From an optimization exercise on the open Yosys and OpenROAD flow, aimed at small area, a short achievable clock period and few clock cycles per item; shortcuts taken in it are not production practice. At most, simulation tests tie the RTL to the original design; equivalence was not proved. Only the layout flow was run in runs 1 to 6; the RTL was not checked for function there. Power figures rest on the tool's default switching activity, not on a simulated workload.

File: flow/flow/run.sh
#!/bin/bash
# Standard layout, with plain buffers (instead of the delay buffers buffer_ports picks by
# default) on the input and output ports.
set -euo pipefail
export BUFFER_PORTS_ARGS="-buffer_cell sky130_fd_sc_hd__buf_2"
bash standard.sh > standard_flow.log 2>&1
File: flow/standard.sh
#!/bin/bash
# synth_recipe.tcl (not shown) runs the flow's synth.tcl, then flattens the netlist and writes it again
# the make line also repeats each setting of config.mk as NAME=value (left out here)
make -C /OpenROAD-flow-scripts/flow DESIGN_CONFIG=/design/flow/config.mk WORK_HOME=/design/flow/orfs CLKGATE_MAP_FILE= SYNTH_SCRIPT=/design/flow/synth_recipe.tcl "${@:-finish}"
File: flow/config.mk
export PLATFORM = sky130hd
export DESIGN_NAME = huffman
export DESIGN_NICKNAME = huffman
export VERILOG_FILES = /design/flow/design.v
export SDC_FILE = /design/flow/constraint.sdc
export NUM_CORES = 4
export LEC_CHECK = 0
export CAP_MARGIN = 20
export CORE_MARGIN = 2
export CORE_UTILIZATION = 40
export SETUP_SLACK_MARGIN = 3.6
export SLEW_MARGIN = 20
export TNS_END_PERCENT = 10
File: flow/constraint.sdc
create_clock -name core_clock -period 6.0 [get_ports {clk}]
set_input_delay 1.2000 -clock core_clock [delete_from_list [all_inputs] [get_ports {clk}]]
set_output_delay 1.2000 -clock core_clock [all_outputs]
set_load 0.01 [all_outputs]
File: flow/design.v
module huffman(clk, reset, gray_data, gray_valid, CNT_valid, CNT1, CNT2, CNT3, CNT4, CNT5, CNT6,
    code_valid, HC1, HC2, HC3, HC4, HC5, HC6, M1, M2, M3, M4, M5, M6);
input clk;
input reset;
input gray_valid;
input [7:0] gray_data;
output reg CNT_valid;
output [7:0] CNT1, CNT2, CNT3, CNT4, CNT5, CNT6;
output reg code_valid;
output [7:0] HC1, HC2, HC3, HC4, HC5, HC6;
output [7:0] M1, M2, M3, M4, M5, M6;
reg [1:0] st;
reg in_v;
reg [2:0] in_d;
reg [6:0] w[0:5];
reg [2:0] pos[0:5];
reg [4:0] hc[0:5];
reg [4:0] m[0:5];
reg par;         
reg merged;      
reg [2:0] ncomb;
reg srt;         
reg [4:1] pend;  
integer i;
wire idle     = (st == 2'd0);
wire counting = (st == 2'd1);
wire build    = (st == 2'd2);
reg [5:0] sel;
reg [6:0] cur;
always @* begin
	cur = 7'd0;
	for (i = 0; i < 6; i = i + 1) begin
		sel[i] = in_v && (in_d == i + 1);
		cur = cur | ({7{sel[i]}} & w[i]);
	end
end
wire [6:0] inc = cur + 7'd1;
reg [4:0] lt, swap;
always @* begin
	for (i = 0; i < 5; i = i + 1) begin
		lt[i] = (w[i] < w[i + 1]);
		if (merged)
			swap[i] = build && (i > 0) && pend[i] && (i == 4 || !pend[i + 1]);
		else
			swap[i] = build && lt[i] && (i[0] == par);
	end
end
wire in_order = ~|lt;
wire comb = build && (merged ? ~|pend : srt);
wire last = comb && (ncomb == 3'd4);
wire [6:0] sum = w[4] + w[5];
reg [2:0] np[0:5];
always @* begin
	for (i = 0; i < 6; i = i + 1) begin
		if (comb)
			np[i] = (i >= 4) ? 3'd5 : i + 1;
		else if (i < 5 && swap[i])
			np[i] = i + 1;
		else if (i > 0 && swap[i - 1])
			np[i] = i - 1;
		else
			np[i] = i;
	end
end
always @(posedge clk or posedge reset) begin
	if (reset) begin
		st <= 2'd0;
		in_v <= 1'b0;
		CNT_valid <= 1'b0;
		code_valid <= 1'b0;
	end
	else begin
		if (idle)
			st <= gray_valid ? 2'd1 : 2'd0;
		else if (counting)
			st <= gray_valid ? 2'd1 : 2'd2;
		else if (last)
			st <= 2'd0;
		in_v <= gray_valid;
		CNT_valid <= counting && !gray_valid;
		code_valid <= last;
	end
end
always @(posedge clk) begin
	in_d <= gray_data[2:0];
	if (!build) begin
		par <= 1'b0;
		merged <= 1'b0;
		ncomb <= 3'd0;
		srt <= 1'b0;
	end
	else begin
		par <= ~par;
		srt <= in_order;
		if (comb)
			for (i = 1; i < 5; i = i + 1)
				pend[i] <= (w[i - 1] < sum);
		else
			pend <= pend & ~swap[4:1];
		if (comb) begin
			merged <= 1'b1;
			ncomb <= ncomb + 3'd1;
		end
	end
end
always @(posedge clk) begin
	for (i = 0; i < 6; i = i + 1) begin
		if (idle)
			w[i] <= 7'd0;
		else if (counting) begin
			if (sel[i])
				w[i] <= inc;
		end
		else if (i > 0 && (comb ? i < 5 : swap[i - 1]))
			w[i] <= w[i - 1];
		else if (i < 5 && swap[i])
			w[i] <= w[i + 1];
		else if (comb)
			w[i] <= (i == 0) ? 7'd127 : sum;
	end
end
always @(posedge clk) begin
	for (i = 0; i < 6; i = i + 1) begin
		if (!build) begin
			pos[i] <= i;
			hc[i] <= 5'd0;
			m[i] <= 5'd0;
		end
		else begin
			pos[i] <= np[pos[i]];
			if (comb && pos[i][2]) begin
				m[i] <= {m[i][3:0], 1'b1};
				if (pos[i][0])
					hc[i] <= hc[i] | ({m[i][3:0], 1'b1} & ~m[i]);
			end
		end
	end
end
assign CNT1 = {1'b0, w[0]};
assign CNT2 = {1'b0, w[1]};
assign CNT3 = {1'b0, w[2]};
assign CNT4 = {1'b0, w[3]};
assign CNT5 = {1'b0, w[4]};
assign CNT6 = {1'b0, w[5]};
assign HC1 = {3'b0, hc[0]};
assign HC2 = {3'b0, hc[1]};
assign HC3 = {3'b0, hc[2]};
assign HC4 = {3'b0, hc[3]};
assign HC5 = {3'b0, hc[4]};
assign HC6 = {3'b0, hc[5]};
assign M1 = {3'b0, m[0][4:1], 1'b1};
assign M2 = {3'b0, m[1][4:1], 1'b1};
assign M3 = {3'b0, m[2][4:1], 1'b1};
assign M4 = {3'b0, m[3][4:1], 1'b1};
assign M5 = {3'b0, m[4][4:1], 1'b1};
assign M6 = {3'b0, m[5][4:1], 1'b1};
endmodule
==> out/results.ini, run 1 <==
[routing]
wl_per_cell_um=19.7
drt-vias-per-instance=5.83
routed_wl_um=31300
dr.pass1.iters=5
drc=0
drt_iter0_markers=1048
drtAntennaViolNets=0
vias=9270

[timing]
fin_crit_ps=2660
fmax_ghz=0.376
fin_crit_sh_pct=44.3
rsz0062_at_grt=yes
maxSlewHeadroom_pct=53.2
fin_ws_ps=3340
setup_viol=0
finalHoldViolCount=0
slew_violations=0
worst_pin_slew_ps=700
finalSetupTns_ps=0
holdWs_ps=459
skew_ps=19.0

[synthesis]
yosys.cell_types.count=75
synth-edff-count=4
yosys.area_share.simple_pct=19.1
synth-seq-area-share_pct=31.5
yosysTopAreaCellShare_pct=28.7
netlist.top_cell.by_area=dfxtp_1
synthFlopType=dfxtp_1
synth-compound-area-share_pct=24.5
synth.area.top_cells=dfxtp_1, ha_1, a21oi_1
yosys_warnings=12
syn_inst=1154
synth_xor_area_share_pct=0.975
synth_fa_ha_area_share_pct=9.13
yosysMostFrequentCell=dfxtp_1
avgSynthCellArea_um2=7.79
synthMuxAreaShare_pct=1.92
synth_common_cells=dfxtp_1, a21oi_1, nor2_1
ys_seq_elements=138
synthesis.area_um2=8990
synth_top_family_by_area=compound AO/OA/AOI/OAI gates
async_flop_share_pct=3.62

[place]
dp.cells=1456
pre_cts_slack_ps=2300
post_dp_cell_area_um2=9340
place_congestion=0.931
io_buffers=103
hpwl_um=19000

[cts]
cts_tree=yes
path_clk_slew_ps=70
clockBufferDepth=2
clk-insertion-delay-late_ps=430
ctsHoldBuffers=0
root_buffer=clkbuf_16
cts_buffers=17
numClockSinks=138
htree_levels=4

[floorplan]
core_um2=22000
start_util_pct=40.9
die_h_um=154
ioPinCount=157
placementRows=54
die-area_um2=23700
fp.dieW_um=154

[run]
maxCapViolations=0

[worst_setup_path]
worstSetupEndpointType=flop
worstPathMaxFanout=5
worstSetupPathType=reg2reg
rr_worst_depth=11
crit_arrival_ps=2960
worstSetupStartpointType=flop
cp.required_ps=6300

[pwr]
p_switching_mw=3.52
clockPowerShare_pct=14.0
switching_share_pct=46.4
p_leak_nw=5.06
vdd_drop_max_mv=0.661
power.density_nw_per_um2=646
power_mw=7.59
seqPwrFrac_pct=21.4
p_int_mw=4.07
power_frac_comb_pct=64.6

[layout]
drive_above_1_share_pct=31.0
multi_input_area_um2=5930
seq_area_um2=2940
fill_cells=1980
fin_util_pct=53.5
stdcell_area_um2=11700
final_nets=1371
instances_no_fill=1589
layout-area-overhead-vs-synth_pct=30.7

[grt]
grt_max_degree=36
overflow=0
first_global_vias=8194
antenna_found_initial=1
grt_use_total_pct=25.1
grt_pass1_wl_um=46800

[outcome]
status=no timing/DRC/antenna violations

[min_path]
hold_class=reg2reg
hold_depth=2

-- routing by layer --
metal,vias up,track usage [%],wire [um]
li1,4283,-,-
met1,4324,33.8,13000
met2,563,39.9,13900
met3,100,5.36,3120
met4,0,9.17,1210
met5,-,0,0
-- state kept, by name (all words and copies together) (netlist names), 2 cells and up --
name   cells
w         42
hc        30
ncomb      3
pos       18
m         30
st         2
pend       4
in_d       3
-- worst max-delay path, stage by stage (launching register included) --
cell and delay, ps:
dfxtp_4 370, buf_4 150, nor2b_1 190, a32oi_1 120, o211ai_1 250, ha_2 230, o21ai_2 100, nor4b_4 330
mux2i_4 430, buf_12 150, and3_1 140, a21oi_1 60
-- worst paths after layout --
path                               start       end  slack (ps)
worst max-delay path             in_d[1]   w[2][6]        3340
worst min-delay path            hc[3][4]  hc[3][4]         460
worst max register to register   in_d[1]   w[2][6]        3340
worst min register to register  hc[3][4]  hc[3][4]         460
max in group asynchronous          reset     st[1]        5150
min in group asynchronous          reset      in_v         660
-- power by group through the flow --
stage	sequential [mW]	combinational, mW	clock, mW
finish	1.63	4.90	1.06
global route	1.63	5.31	1.12
CTS	1.58	4.04	1.07
detailed placement	1.61	3.13	0
global placement	1.61	3.06	0
floorplan	1.42	2.31	0
-- layout make-up --
cell class | count | area share, %
well taps | 280 | 2.98
multi-input cells | 842 | 50.5
repair buffers | 213 | 13.8
clock buffers | 17 | 3.62
clock inverters | 15 | 1.33
diodes | 1 | 0.0213
inverters | 83 | 2.72
flip-flops and latches | 138 | 25.0
-- cells in the final DEF, fill, tap and decap left out, types with 14 or more instances in the layout --
cell type	n
buf_4	83
o21ai_0	54
nor3_1	18
nor2_1	105
nand2b_1	25
inv_1	75
dfxtp_4	24
nand3_1	27
clkbuf_16	19
a21oi_1	101
conb_1	48
o22ai_1	16
dfxtp_2	16
nand3b_1	15
ha_1	50
nand2_1	83
a31oi_1	40
buf_2	103
a211oi_1	20
dfxtp_1	89
a21oi_2	14
-- cell families after synthesis --
group                    Yosys count
buffers and inverters            221
other                              2
XOR/XNOR                          10
AO/OA/AOI/OAI                    351
multiplexers                      17
flip-flops                       138
adder cells (fa/ha/maj)           65
AND/OR/NAND/NOR                  350
-- what timing repair did --
action / 4_1_cts / 5_1_grt
gates resized for setup: 150 / 82
endpoints found under the hold margin: 0 / 0
setup endpoints to repair: 111 / 70
setup buffers: 59 / 36
gates cloned: 3 / 2
pin swaps: 33 / 34
==> run 2, diff against run 1 <==
--- a/flow/design.v
+++ b/flow/design.v
@@ -10,45 +10,77 @@
 output [7:0] HC1, HC2, HC3, HC4, HC5, HC6;
 output [7:0] M1, M2, M3, M4, M5, M6;
 reg [1:0] st;
-reg in_v;
-reg [2:0] in_d;
+reg [5:0] sel;
 reg [6:0] w[0:5];
 reg [2:0] pos[0:5];
 reg [4:0] hc[0:5];
 reg [4:0] m[0:5];
 reg par;         
 reg merged;      
+reg srt;         
+reg chk;         
+reg [3:1] pend;  
 reg [2:0] ncomb;
-reg srt;         
-reg [4:1] pend;  
 integer i;
+function lt7(input [6:0] x, input [6:0] z);
+	integer j;
+	reg r;
+	begin
+		r = 1'b0;
+		for (j = 0; j < 7; j = j + 1)
+			r = (~x[j] & z[j]) | (~(x[j] & ~z[j]) & r);
+		lt7 = r;
+	end
+endfunction
+function [6:0] add7(input [6:0] x, input [6:0] z);
+	integer j, k;
+	reg [6:0] g, p, c;
+	reg gg;
+	begin
+		g = x & z;
+		p = x ^ z;
+		for (j = 0; j < 7; j = j + 1) begin
+			gg = 1'b0;
+			for (k = 0; k < j; k = k + 1)
+				gg = g[k] | (p[k] & gg);
+			c[j] = gg;
+		end
+		add7 = p ^ c;
+	end
+endfunction
 wire idle     = (st == 2'd0);
 wire counting = (st == 2'd1);
 wire build    = (st == 2'd2);
-reg [5:0] sel;
-reg [6:0] cur;
+reg [6:0] cur, inc;
 always @* begin
 	cur = 7'd0;
-	for (i = 0; i < 6; i = i + 1) begin
-		sel[i] = in_v && (in_d == i + 1);
+	for (i = 0; i < 6; i = i + 1)
 		cur = cur | ({7{sel[i]}} & w[i]);
+	for (i = 0; i < 7; i = i + 1)
+		inc[i] = cur[i] ^ (&(cur | ~((7'd1 << i) - 7'd1)));
+end
+reg [4:0] lt;
+always @* begin
+	for (i = 0; i < 5; i = i + 1)
+		lt[i] = lt7(w[i], w[i + 1]);
+end
+wire in_order = ~|lt;
+wire comb = build && (merged ? (!chk && pend == 3'd0) : srt);
+wire last = comb && (ncomb == 3'd4);
+wire [6:0] sum = add7(w[4], w[5]);
+reg [4:0] swap;
+always @* begin
+	for (i = 0; i < 5; i = i + 1) begin
+		if (!build)
+			swap[i] = 1'b0;
+		else if (!merged)
+			swap[i] = lt[i] && (i[0] == par);
+		else if (chk)
+			swap[i] = (i == 4) && lt[4];
+		else
+			swap[i] = (i >= 1 && i <= 3) && pend[i] && (i == 3 || !pend[i + 1]);
 	end
 end
-wire [6:0] inc = cur + 7'd1;
-reg [4:0] lt, swap;
-always @* begin
-	for (i = 0; i < 5; i = i + 1) begin
-		lt[i] = (w[i] < w[i + 1]);
-		if (merged)
-			swap[i] = build && (i > 0) && pend[i] && (i == 4 || !pend[i + 1]);
-		else
-			swap[i] = build && lt[i] && (i[0] == par);
-	end
-end
-wire in_order = ~|lt;
-wire comb = build && (merged ? ~|pend : srt);
-wire last = comb && (ncomb == 3'd4);
-wire [6:0] sum = w[4] + w[5];
 reg [2:0] np[0:5];
 always @* begin
 	for (i = 0; i < 6; i = i + 1) begin
@@ -65,7 +97,7 @@
 always @(posedge clk or posedge reset) begin
 	if (reset) begin
 		st <= 2'd0;
-		in_v <= 1'b0;
+		sel <= 6'd0;
 		CNT_valid <= 1'b0;
 		code_valid <= 1'b0;
 	end
@@ -76,32 +108,35 @@
 			st <= gray_valid ? 2'd1 : 2'd2;
 		else if (last)
 			st <= 2'd0;
-		in_v <= gray_valid;
+		for (i = 0; i < 6; i = i + 1)
+			sel[i] <= gray_valid && (gray_data[2:0] == i + 1);
 		CNT_valid <= counting && !gray_valid;
 		code_valid <= last;
 	end
 end
 always @(posedge clk) begin
-	in_d <= gray_data[2:0];
 	if (!build) begin
 		par <= 1'b0;
 		merged <= 1'b0;
+		srt <= 1'b0;
+		chk <= 1'b0;
 		ncomb <= 3'd0;
-		srt <= 1'b0;
 	end
 	else begin
 		par <= ~par;
 		srt <= in_order;
-		if (comb)
-			for (i = 1; i < 5; i = i + 1)
-				pend[i] <= (w[i - 1] < sum);
-		else
-			pend <= pend & ~swap[4:1];
+		chk <= comb;
 		if (comb) begin
 			merged <= 1'b1;
 			ncomb <= ncomb + 3'd1;
 		end
 	end
+	if (chk) begin
+		for (i = 1; i < 4; i = i + 1)
+			pend[i] <= lt7(w[i], w[5]);
+	end
+	else
+		pend <= pend & ~swap[3:1];
 end
 always @(posedge clk) begin
 	for (i = 0; i < 6; i = i + 1) begin
--- a/flow/config.mk
+++ b/flow/config.mk
@@ -7,7 +7,9 @@
 export LEC_CHECK = 0
 export CAP_MARGIN = 20
 export CORE_MARGIN = 2
-export CORE_UTILIZATION = 40
-export SETUP_SLACK_MARGIN = 3.6
+export CORE_UTILIZATION = 55
+export CTS_BUF_LIST = sky130_fd_sc_hd__clkbuf_8
+export CTS_CLUSTER_SIZE = 30
+export SETUP_SLACK_MARGIN = 3.7
 export SLEW_MARGIN = 20
 export TNS_END_PERCENT = 10
==> out/results.ini, run 2 <==
[grt]
antenna_found_initial=0
overflow=0
grt_util_met1_pct=45.6
first_global_vias=7291
grt_use_total_pct=31.1
gr-usage-met2_pct=44.9
grt_max_degree=65
grt_pass1_wl_um=40100
grt.busiest_layer=met1
use_met3_pct=7.43

[layout]
drive_above_1_share_pct=23.6
reg.largest.list=w (42), hc (30), m (30)
layout_common_cells=nor2_1, dfxtp_1, nand2_1, buf_2, a21oi_1
seq_area_um2=2900
top_register=w
final_nets=1250
multi_input_area_um2=5130
num_antenna_cells=0
largest_reg_flops=42
instances_no_fill=1416
layout_commonest_cell=nor2_1
fill_cells=1363
layout-area-overhead-vs-synth_pct=18.1

[synthesis]
synth-seq-area-share_pct=33.6
yosysTopAreaCellShare_pct=30.7
netlist.top_cell.by_area=dfxtp_1
avgSynthCellArea_um2=7.53
synth-edff-count=0
synthesis.area_um2=8480
yosys_warnings=14
syn_inst=1126
async_flop_share_pct=7.14
yosys.cell_types.count=66
synth.area.top_cells=dfxtp_1, buf_4, a21oi_1
ys_seq_elements=140
synth_common_cells=dfxtp_1, nor2_1, nand2_1
synthFlopType=dfxtp_1

[pwr]
power_mw=6.00
power.density_nw_per_um2=599
p_leak_nw=4.19
vdd_drop_max_mv=0.285

[timing]
setup_viol=0
rsz0062_at_grt=yes
fin_crit_ps=3030
finalSetupTns_ps=0
skew_ps=11.1
maxSlewHeadroom_pct=31.9
fmax_ghz=0.330
worst_pin_slew_ps=1020
finalHoldViolCount=0
slew_violations=0
fin_crit_sh_pct=50.6

[worst_setup_path]
critPathMostFrequentCell=fa_2
worstSetupStartpointType=flop
worstSetupEndpointType=flop
path_delay_family=adder cells
worstSetupPathType=reg2reg
slowest_stage=fa_2
crit_arrival_ps=3370
cp.required_ps=6340
cp_cell_sequence=ha_4 > fa_1 > fa_2 > inv_2 > fa_2 > fa_2 > fa_2 > xor2_4 > nor4_2 > a41oi_1 > a32oi_1 > a31oi_1
path_buf_inv=1
slowest_delay_ps=430
worstPathMaxFanout=4

[outcome]
status=no timing/DRC/antenna violations

[place]
dp.cells=1339
io_buffers=103
hpwl_um=17300
place_congestion=0.892

[cts]
clockBufferDepth=2
path_clk_slew_ps=90
cts_tree=yes
numClockSinks=140
root_buffer=clkbuf_8
clk-insertion-delay-late_ps=460
htree_levels=4
cts_buffers=17
ctsHoldBuffers=0

[floorplan]
fp.dieW_um=128
die_h_um=128
start_util_pct=56.0
placementRows=45
ioPinCount=157
die-area_um2=16400
core_um2=15100

[min_path]
hold_class=reg2reg

[routing]
drtAntennaViolNets=0
drc=0
vias=8619
drt-vias-per-instance=6.09
wl_per_cell_um=18.7
dr.pass1.iters=8
drt_iter0_markers=993
routed_wl_um=26400

[run]
maxCapViolations=0

==> run 2: changes by cell type after synthesis, moves of 15 or more <==
| cell | before | now |
|---|---|---|
| nor2_1 | 112 | 130 |
| maj3_1 | 0 | 17 |
| nor2b_1 | 10 | 25 |
| o21ai_0 | 66 | 44 |
| nand2_1 | 88 | 108 |
| a22oi_1 | 2 | 26 |
| clkbuf_1 | 42 | 61 |
| ha_1 | 64 | 19 |
| a21oi_1 | 117 | 100 |
==> run 2: cells by family (layout without fill, tap and decap cells) <==
logic type | after synthesis | after routing | synth area share (%)
AND/OR/NAND/NOR | 367 | 370 | 19.4
AO/OA/AOI/OAI | 344 | 345 | 26.4
buffers and inverters | 217 | 269 | 12.8
flip-flops | 140 | 140 | 33.6
adder cells (fa/ha/maj) | 43 | 43 | 6.25
XOR/XNOR | 7 | 7 | 0.723
multiplexers | 6 | 6 | 0.752
other | 2 | 48 | 0.0885
==> run 2: path summary, 6_finish.rpt <==
path | to | cells after the start | slack [ps] | start
min in group asynchronous | sel[4] | 2 | 690 | reset
hold reg to reg | merged | 2 | 470 | srt
setup reg to reg | w[1][6] | 12 | 2970 | w[4][0]
hold / removal | merged | 2 | 470 | srt
setup / recovery | w[1][6] | 12 | 2970 | w[4][0]
max in group asynchronous | st[1] | 2 | 5040 | reset
==> run 2: where the power goes <==
part / internal [mW] / total, mW / leakage, nW / switching (mW)
Clock: 0.419 / 0.837 / 0.211 / 0.418
Combinational: 1.53 / 3.56 / 2.79 / 2.03
Sequential: 1.16 / 1.60 / 1.19 / 0.440
==> run 2: cell type report <==
class | count | share of cell area [%]
flip-flops and latches | 140 | 29.0
repair buffers | 159 | 10.3
multi-input cells | 819 | 51.2
clock inverters | 15 | 1.86
inverters | 78 | 2.96
clock buffers | 17 | 2.34
well taps | 188 | 2.35
==> run 2: worst min-delay path, cell delays in order, from the launching register on <==
cell and delay (ps):
dfxtp_1 330, nor2_1 40, nor2_1 70
==> run 2: timing repair <==
item	in CTS	in global routing
pin swaps	22	13
hold endpoints to repair	0	0
endpoints found under the setup margin	130	133
cloned	1	4
buffers inserted	25	15
gates resized for setup	64	58
==> run 2: per-layer routing <==
layer	wire, um	vias to the layer above
met3	2780	65
met1	11500	4008
met2	11500	489
met5	0	-
met4	685	0
li1	-	4057
==> run 2: through the flow <==
stage	hold WS, ps	util, %	worst slack [ps]	cell area [um2]
4_1_cts	465	63.7	2950	9650
3_5_place_dp	446	58.1	2210	8800
6_report	467	66.1	2970	10000
2_1_floorplan	427	-	3130	8710
5_1_grt	488	66.1	2900	10000
3_3_place_gp	439	58.1	2200	8800
==> run 3, diff against run 2 <==
--- a/flow/config.mk
+++ b/flow/config.mk
@@ -7,9 +7,7 @@
 export LEC_CHECK = 0
 export CAP_MARGIN = 20
 export CORE_MARGIN = 2
-export CORE_UTILIZATION = 55
-export CTS_BUF_LIST = sky130_fd_sc_hd__clkbuf_8
-export CTS_CLUSTER_SIZE = 30
+export CORE_UTILIZATION = 40
 export SETUP_SLACK_MARGIN = 3.7
 export SLEW_MARGIN = 20
 export TNS_END_PERCENT = 10
==> out/results.ini, run 3 <==
[timing]
rsz0062_at_grt=yes
maxSlewHeadroom_pct=51.9
fmax_ghz=0.334
setup_viol=0
finalSetupTns_ps=0
skew_ps=6.67
finalHoldViolCount=0
slew_violations=0
fin_crit_ps=2990
fin_crit_sh_pct=49.9
worst_pin_slew_ps=719
fin_ws_ps=3010

[routing]
dr.pass1.iters=5
drt-vias-per-instance=5.63
drtAntennaViolNets=0
drc=0
vias=8510
drt_iter0_markers=810
wl_per_cell_um=18.1
routed_wl_um=27400

[layout]
top_register=w
fill_cells=2077
num_antenna_cells=0
largest_reg_flops=42
layout-area-overhead-vs-synth_pct=21.8
reg.largest.list=w (42), hc (30), m (30)
drive_above_1_share_pct=25.0
stdcell_area_um2=10300
layout_common_cells=nor2_1, dfxtp_1, nand2_1, buf_2, a21oi_1
layout_commonest_cell=nor2_1
final_nets=1258

[pwr]
switching_share_pct=46.7
seqPwrFrac_pct=26.0
p_leak_nw=4.28
power_frac_comb_pct=56.4
vdd_drop_max_mv=0.292
p_switching_mw=2.88
clockPowerShare_pct=17.6
power.density_nw_per_um2=596
p_int_mw=3.28
power_mw=6.16

[floorplan]
core_um2=20900
start_util_pct=40.6
ioPinCount=157
fp.dieW_um=150
die_h_um=150
placementRows=53
die-area_um2=22400

[place]
place_congestion=0.901
hpwl_um=17800
pre_cts_slack_ps=2250
io_buffers=103
post_dp_cell_area_um2=8910

[synthesis]
avgSynthCellArea_um2=7.53
synthesis.area_um2=8480
synth-edff-count=0
yosys_warnings=14
yosysTopAreaCellShare_pct=30.7
synthFlopType=dfxtp_1
netlist.top_cell.by_area=dfxtp_1
synth.area.top_cells=dfxtp_1, buf_4, a21oi_1
async_flop_share_pct=7.14
synth_common_cells=dfxtp_1, nor2_1, nand2_1
syn_inst=1126
ys_seq_elements=140
yosys.cell_types.count=66
synth-seq-area-share_pct=33.6

[grt]
grt_max_degree=53
antenna_found_initial=0
grt_use_total_pct=24.0
first_global_vias=7667
overflow=0
grt_pass1_wl_um=42000

[cts]
numClockSinks=140
clk-insertion-delay-late_ps=420
root_buffer=clkbuf_16
clockBufferDepth=2
cts_buffers=17
htree_levels=4
ctsHoldBuffers=0
cts_tree=yes
path_clk_slew_ps=60

[worst_setup_path]
cp.required_ps=6310
path_delay_family=compound AO/OA/AOI/OAI gates
worstPathMaxFanout=6
worstSetupPathType=reg2reg
path_depth=10
critPathMostFrequentCell=maj3_2
cp_cell_sequence=nor2b_4 > maj3_2 > o311a_1 > o31a_1 > maj3_2 > o21ai_2 > buf_6 > mux2_2 > a221oi_2 > a21oi_1
path_buf_inv=1
worstSetupStartpointType=flop
rr_worst_depth=10
slowest_delay_ps=400
worstSetupEndpointType=flop
slowest_stage=maj3_2
crit_arrival_ps=3300

[outcome]
status=no timing/DRC/antenna violations

[min_path]
hold_depth=2
hold_class=reg2reg

[run]
maxCapViolations=0

-- run 3: final timing paths --
| path | startpoint | end | slack, ps |
|---|---|---|---|
| worst max-delay path | w[2][0] | w[1][2] | 3010 |
| worst min-delay path | srt | merged | 460 |
| worst max register to register | w[2][0] | w[1][2] | 3010 |
| worst min register to register | srt | merged | 460 |
| max in group asynchronous | reset | sel[0] | 4970 |
| min in group asynchronous | reset | code_valid | 740 |
-- run 3: layout make-up --
type                            count  area [um2]  share of cell area [%]
Clock buffer                       20         478                    4.63
Multi-Input combinational cell    818        5080                    49.2
Tap cell                          275         344                    3.33
Inverter                           78         300                    2.91
Clock inverter                     12         121                    1.18
Timing Repair Buffer              168        1090                    10.6
Sequential cell                   140        2910                    28.2
-- run 3: logic make-up (layout without fill, tap and decap cells) --
kind of cell    Yosys count  in the layout  synth area share, %
simple gates            367            370                 19.4
fa+ha+maj                43             43                 6.25
xor+xnor                  7              7                0.723
compound gates          344            344                 26.4
mux                       6              6                0.752
other cells               2             48               0.0885
flops                   140            140                 33.6
buf+inv                 217            278                 12.8
-- run 3: worst reg2reg max path, delay by kind of cell (launching register included) --
kind | cells | cell delay, ps
DFF | 1 | 340
muxes | 1 | 360
AOI/OAI and AO/OA | 5 | 1180
and+or+nand+nor | 1 | 120
adders and majority gates | 2 | 720
buffers and inverters | 1 | 160
-- run 3: metal layers --
layer	track usage (%)	wire length [um]	up-vias
li1	-	-	4066
met3	4.60	2200	58
met2	37.0	12400	422
met5	0	0	-
met4	9.67	774	0
met1	33.1	12000	3964
-- run 3: stage by stage --
stage | util (%) | hold slack, ps | std cells
2_1_floorplan | - | 427 | 1172
3_3_place_gp | 42.6 | 439 | 1426
3_5_place_dp | 42.6 | 453 | 1426
4_1_cts | 47.9 | 459 | 1492
5_1_grt | 49.4 | 488 | 1511
6_report | 49.4 | 459 | 1511
-- run 3: what timing repair did --
action                                  4_1_cts  5_1_grt
cloned                                        2        2
endpoints found under the setup margin      124      117
resized for setup                            77       44
pin swaps                                    17       13
buffers inserted                             32       17
-- run 3: power by group through the flow --
stage	Sequential, mW	Combinational, mW	Clock [mW]
3_3_place_gp	1.61	2.77	0
6_report	1.60	3.47	1.08
4_1_cts	1.57	3.22	1.10
5_1_grt	1.63	3.77	1.15
3_5_place_dp	1.60	2.79	0
2_1_floorplan	1.44	2.06	0
==> run 4, diff against run 3 <==
--- a/flow/design.v
+++ b/flow/design.v
@@ -23,13 +23,21 @@
 reg [2:0] ncomb;
 integer i;
 function lt7(input [6:0] x, input [6:0] z);
-	integer j;
-	reg r;
+	reg [6:0] l, e;
+	reg l65, e65, l43, e43, l21, e21, l6to3, e6to3, l2to0;
 	begin
-		r = 1'b0;
-		for (j = 0; j < 7; j = j + 1)
-			r = (~x[j] & z[j]) | (~(x[j] & ~z[j]) & r);
-		lt7 = r;
+		l = ~x & z;
+		e = ~(x ^ z);
+		l65 = l[6] | (e[6] & l[5]);
+		e65 = e[6] & e[5];
+		l43 = l[4] | (e[4] & l[3]);
+		e43 = e[4] & e[3];
+		l21 = l[2] | (e[2] & l[1]);
+		e21 = e[2] & e[1];
+		l6to3 = l65 | (e65 & l43);
+		e6to3 = e65 & e43;
+		l2to0 = l21 | (e21 & l[0]);
+		lt7 = l6to3 | (e6to3 & l2to0);
 	end
 endfunction
 function [6:0] add7(input [6:0] x, input [6:0] z);
==> out/results.ini, run 4 <==
[layout]
drive_above_1_share_pct=26.3
layout-area-overhead-vs-synth_pct=19.9
final_nets=1251
stdcell_area_um2=10400
instances_no_fill=1468
top_register=w
layout_common_cells=buf_2, dfxtp_1, nor2_1, a21oi_1, nand2_1
reg.largest.list=w (42), hc (30), m (30)
layout_commonest_cell=buf_2
largest_reg_flops=42
num_antenna_cells=0

[timing]
skew_ps=14.7
worst_pin_slew_ps=859
slew_violations=0
fin_crit_ps=2990
rsz0062_at_grt=yes
maxSlewHeadroom_pct=41.1
setup_viol=0
finalHoldViolCount=0
holdWs_ps=444
finalSetupTns_ps=0
fin_crit_sh_pct=49.8
fmax_ghz=0.335

[cts]
path_clk_slew_ps=70
root_buffer=clkbuf_16
cts_tree=yes
htree_levels=4
clockBufferDepth=2
ctsHoldBuffers=0
cts_buffers=17
numClockSinks=140
clk-insertion-delay-late_ps=440

[outcome]
status=no timing/DRC/antenna violations

[synthesis]
synth_common_cells=dfxtp_1, a21oi_1, nor2_1
yosysTopAreaCellShare_pct=30.1
ys_seq_elements=140
yosys_warnings=14
synth-edff-count=0
avgSynthCellArea_um2=7.95
yosys.cell_types.count=77
netlist.top_cell.by_area=dfxtp_1
syn_inst=1087
synthesis.area_um2=8640
synth.area.top_cells=dfxtp_1, ha_1, buf_4
synthFlopType=dfxtp_1
async_flop_share_pct=7.14
synth-seq-area-share_pct=33.0
yosysMostFrequentCell=dfxtp_1

[worst_setup_path]
critPathMostFrequentCell=fa_2
path_delay_family=adder cells
crit_arrival_ps=3290
slowest_delay_ps=470
worstPathMaxFanout=5
path_buf_inv=4
cp.required_ps=6310
worstSetupEndpointType=flop
worstSetupPathType=reg2reg
worstSetupStartpointType=flop
cp_cell_sequence=ha_4 > inv_2 > fa_2 > inv_2 > fa_2 > inv_2 > fa_2 > fa_2 > inv_2 > fa_2 > mux2_4 > o21ai_1 > a31oi_1
slowest_stage=fa_2

[routing]
dr.pass1.iters=6
drtAntennaViolNets=0
drt-vias-per-instance=5.74
drc=0
drt_iter0_markers=1010
vias=8433
wl_per_cell_um=18.8
routed_wl_um=27600

[pwr]
power_mw=6.51
vdd_drop_max_mv=0.315
p_leak_nw=4.41
power.density_nw_per_um2=629

[place]
io_buffers=103
post_dp_cell_area_um2=8970
hpwl_um=18600
dp.cells=1388
place_congestion=0.901

[floorplan]
die_h_um=151
placementRows=53
fp.dieW_um=151
ioPinCount=157
start_util_pct=41.0
core_um2=21100
die-area_um2=22800

[grt]
first_global_vias=7665
overflow=0
grt_pass1_wl_um=42800
antenna_found_initial=0
grt_use_total_pct=24.4
grt_max_degree=68

[run]
maxCapViolations=0

[min_path]
hold_class=reg2reg

[run 4: through the flow]
| step | utilization, % | setup WS, ps |
|---|---|---|
| 6_report | 49.1 | 3010 |
| 5_1_grt | 49.1 | 2970 |
| 4_1_cts | 48.0 | 3040 |
| 3_5_place_dp | 42.5 | 2360 |
| 3_3_place_gp | 42.5 | 2410 |
| 2_1_floorplan | - | 3130 |
[run 4: power breakdown]
part	internal, mW	switching [mW]	total, mW
Sequential	1.20	0.440	1.64
Clock	0.605	0.457	1.06
Combinational	1.54	2.27	3.81
Total	3.34	3.17	6.51
[run 4: worst reg2reg max path: stages, from the launching register on]
cell and delay [ps]:
dfxtp_4 380, ha_4 130, inv_2 30, fa_2 320
inv_2 60, fa_2 180, inv_2 40, fa_2 330
fa_2 340, inv_2 60, fa_2 470, mux2_4 280
o21ai_1 140, a31oi_1 100
[run 4: what timing repair did]
action	in CTS	in global routing
endpoints found under the setup margin	118	111
setup buffers	30	16
resized for setup	100	30
cloned	1	1
pin swaps	19	4
[run 4: path summary, 6_finish.rpt]
kind / from / cells past startpoint / to / slack (ps)
hold reg to reg: par / 1 / par / 440
setup / recovery: w[4][0] / 13 / w[4][5] / 3010
min in group asynchronous: reset / 2 / sel[3] / 720
setup reg to reg: w[4][0] / 13 / w[4][5] / 3010
max in group asynchronous: reset / 2 / st[1] / 5000
hold / removal: par / 1 / par / 440
[run 4: cell families after synthesis]
family / after synthesis / share of synthesized area [%]
compound gates: 323 / 24.2
simple gates: 328 / 18.3
mux: 13 / 1.64
xor+xnor: 7 / 0.709
buf+inv: 214 / 12.9
fa+ha+maj: 60 / 9.12
flops: 140 / 33.0
other cells: 2 / 0.0869
[run 4: layout make-up]
cell class,instances,area [um2]
Clock buffer,19,454
Clock inverter,13,130
Fill cell,2078,10700
Inverter,84,323
Multi-Input combinational cell,780,5210
Sequential cell,140,2950
Tap cell,275,344
Timing Repair Buffer,157,946
[run 4: per-layer routing]
layer  routed length, um  global-route usage (%)  vias up
met5                   0                       0        -
met4                 657                    8.69        0
met3                2400                    5.45       48
met2               12100                    36.7      428
met1               12400                    34.3     3987
li1                    -                       -     3970
==> run 5, diff against run 4 <==
--- a/flow/design.v
+++ b/flow/design.v
@@ -41,18 +41,23 @@
 	end
 endfunction
 function [6:0] add7(input [6:0] x, input [6:0] z);
-	integer j, k;
 	reg [6:0] g, p, c;
-	reg gg;
+	reg g10, g32, p32, g54, p54;
 	begin
 		g = x & z;
 		p = x ^ z;
-		for (j = 0; j < 7; j = j + 1) begin
-			gg = 1'b0;
-			for (k = 0; k < j; k = k + 1)
-				gg = g[k] | (p[k] & gg);
-			c[j] = gg;
-		end
+		g10 = g[1] | (p[1] & g[0]);
+		g32 = g[3] | (p[3] & g[2]);
+		p32 = p[3] & p[2];
+		g54 = g[5] | (p[5] & g[4]);
+		p54 = p[5] & p[4];
+		c[0] = 1'b0;
+		c[1] = g[0];
+		c[2] = g10;
+		c[3] = g[2] | (p[2] & g10);
+		c[4] = g32 | (p32 & g10);
+		c[5] = g[4] | (p[4] & c[4]);
+		c[6] = g54 | (p54 & c[4]);
 		add7 = p ^ c;
 	end
 endfunction
==> out/results.ini, run 5 <==
[pwr]
vdd_drop_max_mv=0.314
p_leak_nw=4.85
power.density_nw_per_um2=694

[layout]
drive_above_1_share_pct=31.3
multi_input_area_um2=5790
layout-area-overhead-vs-synth_pct=26.5
reg.largest.list=w (42), hc (30), m (30)
fill_cells=2142
layout_commonest_cell=buf_2
num_antenna_cells=0
final_nets=1348
top_register=w
seq_area_um2=2970
largest_reg_flops=42
layout_common_cells=buf_2, a21oi_1, dfxtp_1, nor2_1, buf_4

[worst_setup_path]
rr_worst_depth=6
worstSetupStartpoint=st[1]
crit_path_end=w[3][0]
path_delay_family=simple AND/OR/NAND/NOR gates
worstPathMaxFanout=25
crit_arrival_ps=3030
slowest_stage=or4_4
slowest_delay_ps=580
path_depth=6
timing.rr.end=w[3][0]
worstReg2RegStart=st[1]
r2r_slack_ps=3340
worstSetupStartpointType=flop
path_buf_inv=2
cp.required_ps=6370
cp_cell_sequence=buf_12 > clkinvlp_4 > and3_1 > or4_4 > mux2_4 > a211oi_2
worstSetupPathType=reg2reg
worstSetupEndpointType=flop

[run]
maxCapViolations=0

[floorplan]
die-area_um2=23800
ioPinCount=157
start_util_pct=40.3
core_um2=22400
fp.dieW_um=154
die_h_um=154
placementRows=55

[timing]
skew_ps=8.29
rsz0062_at_grt=yes
fmax_ghz=0.376
fin_crit_ps=2660
worst_pin_slew_ps=1020
maxSlewHeadroom_pct=30.1
holdWs_ps=461
setup_viol=0
finalSetupTns_ps=0
fin_crit_sh_pct=44.3
slew_violations=0
finalHoldViolCount=0

[cts]
path_clk_slew_ps=70
cts_buffers=17
cts_tree=yes
clk-insertion-delay-late_ps=450
numClockSinks=140
root_buffer=clkbuf_16
htree_levels=4
ctsHoldBuffers=0
clockBufferDepth=2

[synthesis]
yosys.cell_types.count=80
synth-seq-area-share_pct=31.5
synth_common_cells=dfxtp_1, a21oi_1, nor2_1
avgSynthCellArea_um2=7.94
netlist.top_cell.by_area=dfxtp_1
syn_inst=1139
synthFlopType=dfxtp_1
yosys_warnings=14
ys_seq_elements=140
synth-edff-count=0
yosysTopAreaCellShare_pct=28.8
synth.area.top_cells=dfxtp_1, ha_1, buf_4
yosysMostFrequentCell=dfxtp_1
async_flop_share_pct=7.14
synthesis.area_um2=9050

[routing]
wl_met3_um=3160
dr.pass1.iters=5
met1Wirelength_um=13200
dr.max_layer_used=met5
drt-vias-per-instance=6.06
drt_iter0_markers=953
drtAntennaViolNets=0
vias=9525
routed-wl-met2_um=14600
wl_per_cell_um=20.8
routed_wl_um=32800
drc=0

[grt]
grt_max_degree=77
first_global_vias=8409
grt_use_total_pct=26.1
overflow=0
antenna_found_initial=1
grt_pass1_wl_um=48300

[place]
io_buffers=103
hpwl_um=20300
place_congestion=0.990

[outcome]
status=no timing/DRC/antenna violations

[min_path]
hold_class=reg2reg

run 5: changes by cell type after synthesis, sizes merged, moves of 5 or more:
cell,delta
a31oi,+13
o21ai,+12
nand3,-11
nand4,+10
nand2,-8
a2111oi,-7
o21a,+7
and3,-6
nand2b,-6
nor3,-5
or4,+5
run 5: how the worst min path moves through the flow:
stage | startpoint | end | slack (ps) | depth (start not counted)
4_1_cts | par | par | 450 | 1
6_report | par | par | 460 | 1
2_1_floorplan | par | par | 410 | 1
5_1_grt | hc[2][4] | hc[2][4] | 480 | 2
3_3_place_gp | par | par | 430 | 1
3_5_place_dp | par | par | 440 | 1
run 5: kinds of logic (layout without fill, tap and decap cells):
family,count (synthesis),count (layout),share of synthesized area [%]
other,2,48,0.0830
buffers and inverters,225,322,12.8
muxes,22,22,2.92
AOI/OAI and AO/OA,373,376,26.8
DFF,140,140,31.5
adders and majority gates,62,62,8.82
and+or+nand+nor,309,312,16.4
xor gates and xnor gates,6,6,0.581
run 5: final cells by class:
class	count	share of cell area, %
multi-input combinational	826	50.6
sequential	140	25.9
timing repair buffer	201	12.2
clock buffer	20	4.09
tap	285	3.12
inverter	89	3.07
clock inverter	12	1.07
run 5: timing repair:
item	in CTS	in global routing
setup endpoints to repair	146	128
gates cloned	5	3
setup buffers	43	41
resized for setup	120	72
pin swaps	19	23
run 5: metal layers:
layer | vias to the layer above | global-route usage (%)
met2 | 610 | 41.1
met1 | 4447 | 32.9
met4 | 2 | 14.4
met3 | 139 | 6.70
met5 | - | 0
li1 | 4327 | -
run 5: power by group:
group,total (mW),leakage [nW],internal (mW),switching (mW)
clock network,1.08,0.286,0.616,0.468
logic,5.20,3.37,2.26,2.94
registers,1.66,1.19,1.23,0.432
total,7.94,4.85,4.10,3.84
run 5: metrics by stage:
step	std cells	worst slack [ps]	util, %	cell area (um2)	total power, mW
2_1_floorplan	1185	3480	-	9310	4.25
3_3_place_gp	1449	2560	42.1	9440	5.37
3_5_place_dp	1449	2540	42.1	9440	5.41
4_1_cts	1529	3380	48.2	10800	7.22
5_1_grt	1573	3320	51.0	11400	8.36
6_report	1573	3340	51.0	11400	7.94
run 5: worst register-to-register path, delay by kind of cell (launching register included):
| family | cells | cell delay (ps) |
|---|---|---|
| AO/OA/AOI/OAI | 1 | 190 |
| buffers and inverters | 2 | 710 |
| flip-flops | 1 | 370 |
| multiplexers | 1 | 320 |
| AND/OR/NAND/NOR | 2 | 1000 |
==> run 6, diff against run 5 <==
--- a/flow/config.mk
+++ b/flow/config.mk
@@ -7,7 +7,9 @@
 export LEC_CHECK = 0
 export CAP_MARGIN = 20
 export CORE_MARGIN = 2
-export CORE_UTILIZATION = 40
+export CORE_UTILIZATION = 55
+export CTS_BUF_LIST = sky130_fd_sc_hd__clkbuf_8
+export CTS_CLUSTER_SIZE = 30
 export SETUP_SLACK_MARGIN = 3.7
 export SLEW_MARGIN = 20
 export TNS_END_PERCENT = 10
==> out/results.ini, run 6 <==
[routing]
drc=0
dr.pass1.iters=8
vias=9688
drt_iter0_markers=1217
drt-vias-per-instance=6.43
wl_per_cell_um=22.0
drtAntennaViolNets=0
routed_wl_um=33100

[synthesis]
yosys_warnings=14
synthFlopType=dfxtp_1
syn_inst=1139
synth_xor_area_share_pct=0.581
synthesis.area_um2=9050
yosys.cell_types.count=80
synth-edff-count=0
synth-seq-area-share_pct=31.5
yosys.area_share.simple_pct=16.4
synth_top_family_by_area=compound AO/OA/AOI/OAI gates
synth_fa_ha_area_share_pct=8.82
avgSynthCellArea_um2=7.94
synth.area.top_cells=dfxtp_1, ha_1, buf_4
ys_seq_elements=140
netlist.top_cell.by_area=dfxtp_1
async_flop_share_pct=7.14
yosysTopAreaCellShare_pct=28.8
yosysMostFrequentCell=dfxtp_1
synth_common_cells=dfxtp_1, a21oi_1, nor2_1
synth-compound-area-share_pct=26.8
synthMuxAreaShare_pct=2.92

[worst_setup_path]
crit_arrival_ps=3120
cp.required_ps=6390
timing.rr.end=w[1][5]
r2r_slack_ps=3270
worstPathMaxFanout=3
worstSetupEndpointType=flop
rr_worst_depth=12
worstReg2RegStart=w[4][0]
worstSetupPathType=reg2reg
worstSetupStartpointType=flop

[timing]
worst_pin_slew_ps=600
finalHoldViolCount=0
fin_crit_sh_pct=45.5
fin_crit_ps=2730
slew_violations=0
setup_viol=0
skew_ps=15.7
fmax_ghz=0.366
maxSlewHeadroom_pct=59.9
finalSetupTns_ps=0
rsz0062_at_grt=yes

[place]
place_congestion=0.973
io_buffers=103
hpwl_um=19900

[layout]
layout_common_cells=buf_2, a21oi_1, dfxtp_1, nor2_1, buf_4
final_nets=1350
reg.largest.list=w (42), hc (30), m (30)
layout_commonest_cell=buf_2
top_register=w
layout-area-overhead-vs-synth_pct=25.3
drive_above_1_share_pct=31.2
largest_reg_flops=42
num_antenna_cells=0

[cts]
htree_levels=4
ctsHoldBuffers=0
clockBufferDepth=2
cts_tree=yes
root_buffer=clkbuf_8
clk-insertion-delay-late_ps=480
cts_buffers=17
numClockSinks=140
path_clk_slew_ps=90

[run]
maxCapViolations=0

[pwr]
clockPowerShare_pct=10.4
p_switching_mw=3.96
power_mw=7.89
vdd_drop_max_mv=0.352
p_leak_nw=4.81
seqPwrFrac_pct=21.4
power_frac_comb_pct=68.2
power.density_nw_per_um2=696
switching_share_pct=50.1
p_int_mw=3.94

[grt]
grt_pass1_wl_um=47800
antenna_found_initial=0
grt_max_degree=78
grt_use_total_pct=34.8
overflow=0
first_global_vias=8281

[min_path]
whs_endpoint=par
hp-start=par
hold_depth=1
hold_class=reg2reg

[floorplan]
fp.dieW_um=132
placementRows=46
die-area_um2=17500
ioPinCount=157
start_util_pct=56.5
core_um2=16000
die_h_um=132

[outcome]
status=no timing/DRC/antenna violations

-- run 6: cell counts after synthesis --
Identical to the previous run, type by type.
-- run 6: power groups by stage --
stage / combinational [mW] / sequential (mW) / clock (mW)
2_1_floorplan: 2.76 / 1.49 / 0
3_3_place_gp: 3.73 / 1.70 / 0
3_5_place_dp: 3.76 / 1.69 / 0
4_1_cts: 4.27 / 1.66 / 0.827
5_1_grt: 5.69 / 1.69 / 0.871
6_report: 5.38 / 1.69 / 0.822
-- run 6: worst max path at each step --
stage,start,endpoint,slack (ps),depth (start not counted)
after floorplan,w[5][0],w[2][5],3480,12
after global placement,st[1],hc[4][1],2190,10
after detailed placement,st[1],hc[2][1],2130,10
after CTS,w[2][6],w[3][0],3350,9
after global routing,w[4][0],w[2][5],3220,12
final,w[4][0],w[1][5],3270,12
-- run 6: area by class of cell --
| type | instances | area (um2) |
|---|---|---|
| clock buffer | 18 | 248 |
| clock inverter | 14 | 160 |
| fill | 1314 | 4670 |
| inverter | 89 | 358 |
| multi-input combinational | 823 | 5810 |
| sequential | 140 | 2970 |
| tap | 216 | 270 |
| timing repair buffer | 206 | 1520 |
-- run 6: timing repair --
item | 4_1_cts | 5_1_grt
setup endpoints to repair | 156 | 138
resized for setup | 90 | 104
gates cloned | 2 | 4
setup buffers | 27 | 58
pin swaps | 8 | 21
-- run 6: per-layer routing --
metal	vias up	global-route usage [%]	part of all wire, %
met5	-	0	0
met4	0	13.6	4.7
met3	144	10.5	14
met2	734	49.2	42
met1	4494	49.6	40
li1	4316	-	-
-- run 6: cells by family after synthesis --
group	Yosys count
other	2
buffers and inverters	225
flip-flops	140
AND/OR/NAND/NOR	309
multiplexers	22
XOR/XNOR	6
AO/OA/AOI/OAI	373
adder cells (fa/ha/maj)	62
-- run 6: worst max-delay path, cell delays in order, from the launching register on --
cell	delay (ps)
dfxtp_4	380
ha_4	140
inv_2	30
fa_2	340
or2_4	250
a21oi_2	150
nor2_2	60
fa_2	380
xor2_4	210
inv_2	100
mux2i_2	270
a31oi_1	130
a31oi_1	180
-- run 6: metrics by stage --
step	area [um2]	util (%)	std cells	worst slack (ps)	hold slack (ps)
4_1_cts	10300	64.4	1444	3350	446
2_1_floorplan	9310	-	1185	3480	408
5_1_grt	11300	70.8	1506	3220	470
6_report	11300	70.8	1506	3270	451
3_5_place_dp	9380	58.6	1383	2130	427
3_3_place_gp	9380	58.6	1383	2190	422
==> run 7, diff against run 6 <==
--- a/flow/design.v
+++ b/flow/design.v
@@ -9,7 +9,7 @@
 output reg code_valid;
 output [7:0] HC1, HC2, HC3, HC4, HC5, HC6;
 output [7:0] M1, M2, M3, M4, M5, M6;
-reg [1:0] st;
+reg idle, counting, build;    
 reg [5:0] sel;
 reg [6:0] w[0:5];
 reg [2:0] pos[0:5];
@@ -17,8 +17,8 @@
 reg [4:0] m[0:5];
 reg par;         
 reg merged;      
-reg srt;         
 reg chk;         
+reg comb;        
 reg [3:1] pend;  
 reg [2:0] ncomb;
 integer i;
@@ -61,9 +61,6 @@
 		add7 = p ^ c;
 	end
 endfunction
-wire idle     = (st == 2'd0);
-wire counting = (st == 2'd1);
-wire build    = (st == 2'd2);
 reg [6:0] cur, inc;
 always @* begin
 	cur = 7'd0;
@@ -78,21 +75,79 @@
 		lt[i] = lt7(w[i], w[i + 1]);
 end
 wire in_order = ~|lt;
-wire comb = build && (merged ? (!chk && pend == 3'd0) : srt);
+wire sorting = build && !merged;
 wire last = comb && (ncomb == 3'd4);
 wire [6:0] sum = add7(w[4], w[5]);
 reg [4:0] swap;
 always @* begin
 	for (i = 0; i < 5; i = i + 1) begin
-		if (!build)
-			swap[i] = 1'b0;
-		else if (!merged)
+		if (sorting)
 			swap[i] = lt[i] && (i[0] == par);
 		else if (chk)
 			swap[i] = (i == 4) && lt[4];
 		else
-			swap[i] = (i >= 1 && i <= 3) && pend[i] && (i == 3 || !pend[i + 1]);
-	end
+			swap[i] = build && (i >= 1 && i <= 3) && pend[i] && (i == 3 || !pend[i + 1]);
+	end
+end
+reg [3:1] pend_nx;
+always @* begin
+	if (chk) begin
+		for (i = 1; i < 4; i = i + 1)
+			pend_nx[i] = lt7(w[i], w[5]);
+	end
+	else
+		pend_nx = pend & ~swap[3:1];
+end
+wire build_nx  = build ? !last : (counting && !gray_valid);
+wire merged_nx = build && (merged || comb);
+wire chk_nx    = build && comb;
+wire comb_nx   = build_nx && (merged_nx ? (!chk_nx && pend_nx == 3'd0) : (build && in_order));
+always @(posedge clk or posedge reset) begin
+	if (reset) begin
+		idle <= 1'b1;
+		counting <= 1'b0;
+		build <= 1'b0;
+		sel <= 6'd0;
+		CNT_valid <= 1'b0;
+		code_valid <= 1'b0;
+	end
+	else begin
+		idle <= idle ? !gray_valid : last;
+		counting <= idle ? gray_valid : (counting && gray_valid);
+		build <= build_nx;
+		for (i = 0; i < 6; i = i + 1)
+			sel[i] <= gray_valid && (gray_data[2:0] == i + 1);
+		CNT_valid <= counting && !gray_valid;
+		code_valid <= last;
+	end
+end
+always @(posedge clk) begin
+	par <= build && !par;
+	merged <= merged_nx;
+	chk <= chk_nx;
+	comb <= comb_nx;
+	pend <= pend_nx;
+	if (!build)
+		ncomb <= 3'd0;
+	else if (comb)
+		ncomb <= ncomb + 3'd1;
+end
+reg dn[0:5], up[0:5], hold[0:5];
+always @* begin
+	for (i = 0; i < 6; i = i + 1) begin
+		dn[i] = (i > 0) && (comb ? (i < 5) : swap[i - 1]);
+		up[i] = (i < 5) && !comb && swap[i];
+		hold[i] = counting ? !sel[i] : (build && !comb && !(i < 5 && swap[i]) && !(i > 0 && swap[i - 1]));
+	end
+end
+always @(posedge clk) begin
+	for (i = 0; i < 6; i = i + 1)
+		w[i] <= ({7{hold[i]}} & w[i])
+		      | ({7{dn[i]}} & w[(i + 5) % 6])
+		      | ({7{up[i]}} & w[(i + 1) % 6])
+		      | ({7{counting && sel[i]}} & inc)
+		      | ({7{comb && i == 5}} & sum)
+		      | {7{comb && i == 0}};
 end
 reg [2:0] np[0:5];
 always @* begin
@@ -105,66 +160,6 @@
 			np[i] = i - 1;
 		else
 			np[i] = i;
-	end
-end
-always @(posedge clk or posedge reset) begin
-	if (reset) begin
-		st <= 2'd0;
-		sel <= 6'd0;
-		CNT_valid <= 1'b0;
-		code_valid <= 1'b0;
-	end
-	else begin
-		if (idle)
-			st <= gray_valid ? 2'd1 : 2'd0;
-		else if (counting)
-			st <= gray_valid ? 2'd1 : 2'd2;
-		else if (last)
-			st <= 2'd0;
-		for (i = 0; i < 6; i = i + 1)
-			sel[i] <= gray_valid && (gray_data[2:0] == i + 1);
-		CNT_valid <= counting && !gray_valid;
-		code_valid <= last;
-	end
-end
-always @(posedge clk) begin
-	if (!build) begin
-		par <= 1'b0;
-		merged <= 1'b0;
-		srt <= 1'b0;
-		chk <= 1'b0;
-		ncomb <= 3'd0;
-	end
-	else begin
-		par <= ~par;
-		srt <= in_order;
-		chk <= comb;
-		if (comb) begin
-			merged <= 1'b1;
-			ncomb <= ncomb + 3'd1;
-		end
-	end
-	if (chk) begin
-		for (i = 1; i < 4; i = i + 1)
-			pend[i] <= lt7(w[i], w[5]);
-	end
-	else
-		pend <= pend & ~swap[3:1];
-end
-always @(posedge clk) begin
-	for (i = 0; i < 6; i = i + 1) begin
-		if (idle)
-			w[i] <= 7'd0;
-		else if (counting) begin
-			if (sel[i])
-				w[i] <= inc;
-		end
-		else if (i > 0 && (comb ? i < 5 : swap[i - 1]))
-			w[i] <= w[i - 1];
-		else if (i < 5 && swap[i])
-			w[i] <= w[i + 1];
-		else if (comb)
-			w[i] <= (i == 0) ? 7'd127 : sum;
 	end
 end
 always @(posedge clk) begin
==> out/results.ini, run 7 <==
[routing]
drtAntennaViolNets=0
drc=0
routed_wl_um=22200
drt-vias-per-instance=5.83
wl_per_cell_um=17.0
drt_iter0_markers=784
dr.pass1.iters=7
vias=7652

[grt]
first_global_vias=6695
antenna_found_initial=0
grt_pass1_wl_um=34900
grt_max_degree=74
overflow=0
grt_use_total_pct=26.7

[timing]
holdWs_ps=470
fin_crit_sh_pct=39.9
skew_ps=10.2
setup_viol=0
fin_crit_ps=2390
fmax_ghz=0.418
worst_pin_slew_ps=815
slew_violations=0
finalHoldViolCount=0
finalSetupTns_ps=0
rsz0062_at_grt=yes
maxSlewHeadroom_pct=45.6

[min_path]
whs_endpoint=hc[0][1]
hold_depth=2
hold_class=reg2reg
hp-start=hc[0][1]

[synthesis]
synth_common_cells=dfxtp_1, nand2_1, nor2_1
yosysMostFrequentCell=dfxtp_1
synth.area.top_cells=dfxtp_1, ha_1, buf_4
syn_inst=1025
async_flop_share_pct=7.80
synthFlopType=dfxtp_1
yosys.cell_types.count=75
avgSynthCellArea_um2=8.19
yosys_warnings=19
synthesis.area_um2=8390
synth-edff-count=0
yosysTopAreaCellShare_pct=31.0
ys_seq_elements=141
netlist.top_cell.by_area=dfxtp_1
synth-seq-area-share_pct=34.3

[layout]
num_antenna_cells=0
drive_above_1_share_pct=27.3
top_register=w
largest_reg_flops=42
reg.largest.list=w (42), hc (30), m (30)
instances_no_fill=1312
layout_common_cells=nand2_1, nor2_1, buf_2, dfxtp_1, nand3_1
final_nets=1184
stdcell_area_um2=9840
fill_cells=1327
fin_util_pct=65.5
layout-area-overhead-vs-synth_pct=17.3
layout_commonest_cell=nand2_1

[place]
io_buffers=103
hpwl_um=14700
place_congestion=0.881
dp.cells=1232
post_dp_cell_area_um2=8560

[cts]
ctsHoldBuffers=0
clockBufferDepth=2
clk-insertion-delay-late_ps=440
cts_buffers=17
htree_levels=4
cts_tree=yes
path_clk_slew_ps=80
numClockSinks=141
root_buffer=clkbuf_8

[floorplan]
placementRows=45
start_util_pct=55.8
core_um2=15000
die_h_um=128
die-area_um2=16300
ioPinCount=157
fp.dieW_um=128

[outcome]
status=no timing/DRC/antenna violations

[worst_setup_path]
timing.rr.end=pos[2][0]
rr_worst_depth=9
worstSetupStartpointType=flop
worstSetupPathType=reg2reg
cp.required_ps=6320
r2r_slack_ps=3610
worstReg2RegStart=w[4][4]
crit_arrival_ps=2720
worstSetupEndpointType=flop
worstPathMaxFanout=8

[pwr]
p_leak_nw=4.38
power.density_nw_per_um2=519
vdd_drop_max_mv=0.281

[run]
maxCapViolations=0

-- run 7: cell count changes in the layout (fill, tap and decap cells not counted), moves of 33 or more --
cell	previous run	this run
a21oi_1	98	51
nand2_1	68	115
a31oi_1	50	8
buf_4	82	42
inv_1	81	44
o21ai_0	60	27
-- run 7: cells by family after synthesis --
logic type	Yosys count	share of synthesized area (%)
and+or+nand+nor	371	20.6
AOI/OAI and AO/OA	238	20.7
buffers and inverters	187	11.9
DFF	141	34.3
adders and majority gates	62	9.51
muxes	15	2.00
xor gates and xnor gates	9	0.939
other	2	0.0895
-- run 7: per-stage QoR --
| stage | worst slack [ps] | power [mW] |
|---|---|---|
| 2_1_floorplan | 3640 | 3.20 |
| 3_3_place_gp | 2760 | 3.77 |
| 3_5_place_dp | 2740 | 3.79 |
| 4_1_cts | 3540 | 4.79 |
| 5_1_grt | 3520 | 5.48 |
| 6_report | 3610 | 5.11 |
-- run 7: power breakdown --
group | switching (mW) | total (mW) | leakage (nW) | internal [mW]
sequential | 0.447 | 1.67 | 1.22 | 1.22
clock | 0.384 | 0.764 | 0.193 | 0.380
combinational | 1.51 | 2.68 | 2.97 | 1.17
-- run 7: repair_timing --
item,4_1_cts,5_1_grt
gates cloned,0,2
pin swaps,19,23
resized for setup,82,67
buffers inserted,27,19
endpoints found under the setup margin,93,86
-- run 7: metal layers --
layer	track usage, %	part of all wire [%]	vias up
li1	-	-	3706
met1	39.9	48	3599
met2	39.6	43	316
met3	5.28	8.0	31
met4	6.53	1.5	0
met5	0	0	-
-- run 7: worst max-delay path by stage --
stage / from / slack (ps) / endpoint
floorplan: w[1][6] / 3640 / pos[5][0]
detailed placement: w[3][4] / 2740 / pos[2][0]
finish: w[4][4] / 3610 / pos[2][0]
global route: w[2][4] / 3520 / pos[0][0]
CTS: w[5][3] / 3540 / CNT6[3]
global placement: w[3][4] / 2760 / pos[2][0]
-- run 7: worst max-delay path, stage by stage (launching register included) --
cell	delay, ps
dfxtp_4	410
inv_1	90
ha_1	320
a21o_1	200
a21oi_4	170
a31oi_4	160
nand2b_2	250
nand2b_2	260
o311ai_1	290
a31oi_1	120
-- run 7: cell type report --
class | count | area, um2 | area share (%)
flip-flops and latches | 141 | 2990 | 30.3
clock buffers | 18 | 248 | 2.52
multi-input cells | 745 | 5080 | 51.6
well taps | 188 | 235 | 2.39
repair buffers | 153 | 937 | 9.52
clock inverters | 14 | 144 | 1.46
inverters | 53 | 211 | 2.15
Testbench counts of run 7, summed over its fixed seeds: cycles 22,806, frames 192.
==> run 8, diff against run 7 <==
--- a/flow/config.mk
+++ b/flow/config.mk
@@ -7,9 +7,7 @@
 export LEC_CHECK = 0
 export CAP_MARGIN = 20
 export CORE_MARGIN = 2
-export CORE_UTILIZATION = 55
-export CTS_BUF_LIST = sky130_fd_sc_hd__clkbuf_8
-export CTS_CLUSTER_SIZE = 30
+export CORE_UTILIZATION = 40
 export SETUP_SLACK_MARGIN = 3.7
 export SLEW_MARGIN = 20
 export TNS_END_PERCENT = 10
==> out/results.ini, run 8 <==
[min_path]
hold_class=reg2reg

[layout]
instances_no_fill=1391
num_antenna_cells=0
fin_util_pct=49.4
seq_area_um2=2970
largest_reg_flops=42
reg.largest.list=w (42), hc (30), m (30)
stdcell_area_um2=10100
layout_common_cells=nand2_1, nor2_1, buf_2, dfxtp_1, a21oi_1
top_register=w
layout_commonest_cell=nand2_1
fill_cells=2032
multi_input_area_um2=5060
layout-area-overhead-vs-synth_pct=20.2
final_nets=1181
drive_above_1_share_pct=26.1

[routing]
dr.pass1.iters=5
vias=7639
drc=0
routed_wl_um=23400
wl_per_cell_um=16.8
drtAntennaViolNets=0
drt-vias-per-instance=5.49
drt_iter0_markers=805

[cts]
ctsHoldBuffers=0
numClockSinks=141
root_buffer=clkbuf_16
clockBufferDepth=2
cts_buffers=17
cts_tree=yes
htree_levels=4
clk-insertion-delay-late_ps=420
path_clk_slew_ps=60

[floorplan]
core_um2=20400
start_util_pct=41.1
ioPinCount=157
fp.dieW_um=149
die-area_um2=22200
placementRows=52
die_h_um=149

[worst_setup_path]
worstSetupStartpointType=flop
crit_arrival_ps=2730
cp.required_ps=6290
worstPathMaxFanout=7
worstSetupPathType=reg2reg
worstSetupEndpointType=flop

[synthesis]
yosys_warnings=19
synthFlopType=dfxtp_1
synth-edff-count=0
syn_inst=1025
yosysMostFrequentCell=dfxtp_1
synthesis.area_um2=8390
netlist.top_cell.by_area=dfxtp_1
synth_common_cells=dfxtp_1, nand2_1, nor2_1
async_flop_share_pct=7.80
avgSynthCellArea_um2=8.19
yosysTopAreaCellShare_pct=31.0
yosys.cell_types.count=75
synth.area.top_cells=dfxtp_1, ha_1, buf_4
synth-seq-area-share_pct=34.3
ys_seq_elements=141

[pwr]
power.density_nw_per_um2=536
p_leak_nw=4.44
vdd_drop_max_mv=0.331

[timing]
skew_ps=11.5
maxSlewHeadroom_pct=49.4
rsz0062_at_grt=yes
worst_pin_slew_ps=760
slew_violations=0
fin_crit_sh_pct=40.7
fmax_ghz=0.409
fin_crit_ps=2440
finalSetupTns_ps=0
setup_viol=0
finalHoldViolCount=0

[grt]
grt_use_total_pct=20.3
grt_max_degree=76
antenna_found_initial=0
grt_pass1_wl_um=36000
overflow=0
first_global_vias=6872

[place]
post_dp_cell_area_um2=8650
dp.cells=1313
place_congestion=0.883
hpwl_um=15400
io_buffers=103

[run]
maxCapViolations=0

[outcome]
status=no timing/DRC/antenna violations

## run 8: layer usage
metal | vias to the layer above | global-route usage [%] | wire [um]
li1 | 3709 | - | -
met5 | - | 0 | 0
met2 | 300 | 32.0 | 10600
met1 | 3582 | 27.6 | 10600
met3 | 48 | 4.19 | 1610
met4 | 0 | 7.24 | 578
## run 8: timing repair
item | CTS | global route
hold endpoints to repair | 0 | 0
pin swaps | 21 | 24
setup endpoints to repair | 84 | 70
gates cloned | 1 | 2
gates resized for setup | 96 | 35
setup buffers | 19 | 24
## run 8: worst max-delay path, stage by stage, from the launching register on
cell and delay, ps:
dfxtp_4 350, inv_2 70, ha_4 200, buf_4 140, a2111oi_4 450, o41ai_4 190, buf_4 190, or4_4 480
o311ai_2 100, a41oi_2 130
## run 8: power by group
group          switching, mW  internal [mW]
Sequential             0.466           1.21
Combinational           1.48           1.12
Clock                  0.441          0.689
Total                   2.39           3.02
## run 8: area by class of cell
type / instances / share of cell area (%)
clock inverters: 13 / 1.74
repair buffers: 149 / 8.68
multi-input cells: 745 / 50.1
clock buffers: 19 / 4.50
well taps: 270 / 3.35
repair inverters: 1 / 0.0744
flip-flops and latches: 141 / 29.4
inverters: 53 / 2.10
## run 8: logic make-up (layout without fill, tap and decap cells)
kind of cell    after synthesis  count (layout)  share of synthesized area [%]
buf+inv                     187             235                           11.9
flops                       141             141                           34.3
simple gates                371             373                           20.6
mux                          15              15                           2.00
fa+ha+maj                    62              62                           9.51
xor+xnor                      9               9                          0.939
compound gates              238             238                           20.7
other cells                   2              48                         0.0895
## run 8: path summary, 6_finish.rpt
check	startpoint	endpoint	slack (ps)	cells after the start
max	w[2][6]	pos[0][0]	3560	9
min	hc[1][3]	hc[1][3]	460	2
max in group asynchronous	reset	idle	4920	2
min reg2reg	hc[1][3]	hc[1][3]	460	2
min in group asynchronous	reset	build	750	2
max reg2reg	w[2][6]	pos[0][0]	3560	9
## run 8: through the flow
stage	total power, mW	worst slack [ps]	hold WS (ps)
after global placement	3.78	2760	445
after floorplan	3.20	3640	439
after detailed placement	3.82	2750	454
after CTS	5.22	3530	469
after global routing	5.78	3460	493
final	5.41	3560	461

-- re-timing with driven ports --
In the flow no input, the clock included, has a driving cell. The finished layouts below were timed again as built, in two steps.
Step 1 assumes that a clkbuf_16 drives the clock port and a buf_2 every other input.
Step 2 adds t to the input delays and takes it off the output delays; t is the mean of the earliest and latest rising clock arrival at the registers after step 1. Input paths then give back, and output paths get back, about the clock's delay inside the block.
Slacks: ideal / step 1 / step 2; pairs: ideal / step 1.
| run | t (ns) | slack for setup (ns) | clock arrival spread, ns | slew at the worst register clock pin (ns) | worst slew at a driven data input, ns |
|---|---|---|---|---|---|
| run 1 | 0.463 | 3.342 / 3.342 / 3.342 | 0.019 / 0.019 | 0.07 / 0.07 | 0.03 |
| run 2 | 0.493 | 2.966 / 2.966 / 2.966 | 0.011 / 0.011 | 0.09 / 0.09 | 0.03 |
| run 3 | 0.472 | 3.006 / 3.006 / 3.006 | 0.007 / 0.007 | 0.07 / 0.07 | 0.03 |
| run 4 | 0.479 | 3.014 / 3.014 / 3.014 | 0.014 / 0.014 | 0.07 / 0.07 | 0.03 |
| run 5 | 0.487 | 3.340 / 3.340 / 3.340 | 0.009 / 0.008 | 0.07 / 0.07 | 0.03 |
| run 6 | 0.509 | 3.271 / 3.271 / 3.271 | 0.016 / 0.016 | 0.10 / 0.10 | 0.03 |
| run 7 | 0.477 | 3.608 / 3.579 / 3.608 | 0.011 / 0.011 | 0.08 / 0.08 | 0.03 |
| run 8 | 0.462 | 3.558 / 3.526 / 3.558 | 0.013 / 0.013 | 0.06 / 0.06 | 0.03 |
After both steps every run listed still meets setup and hold.
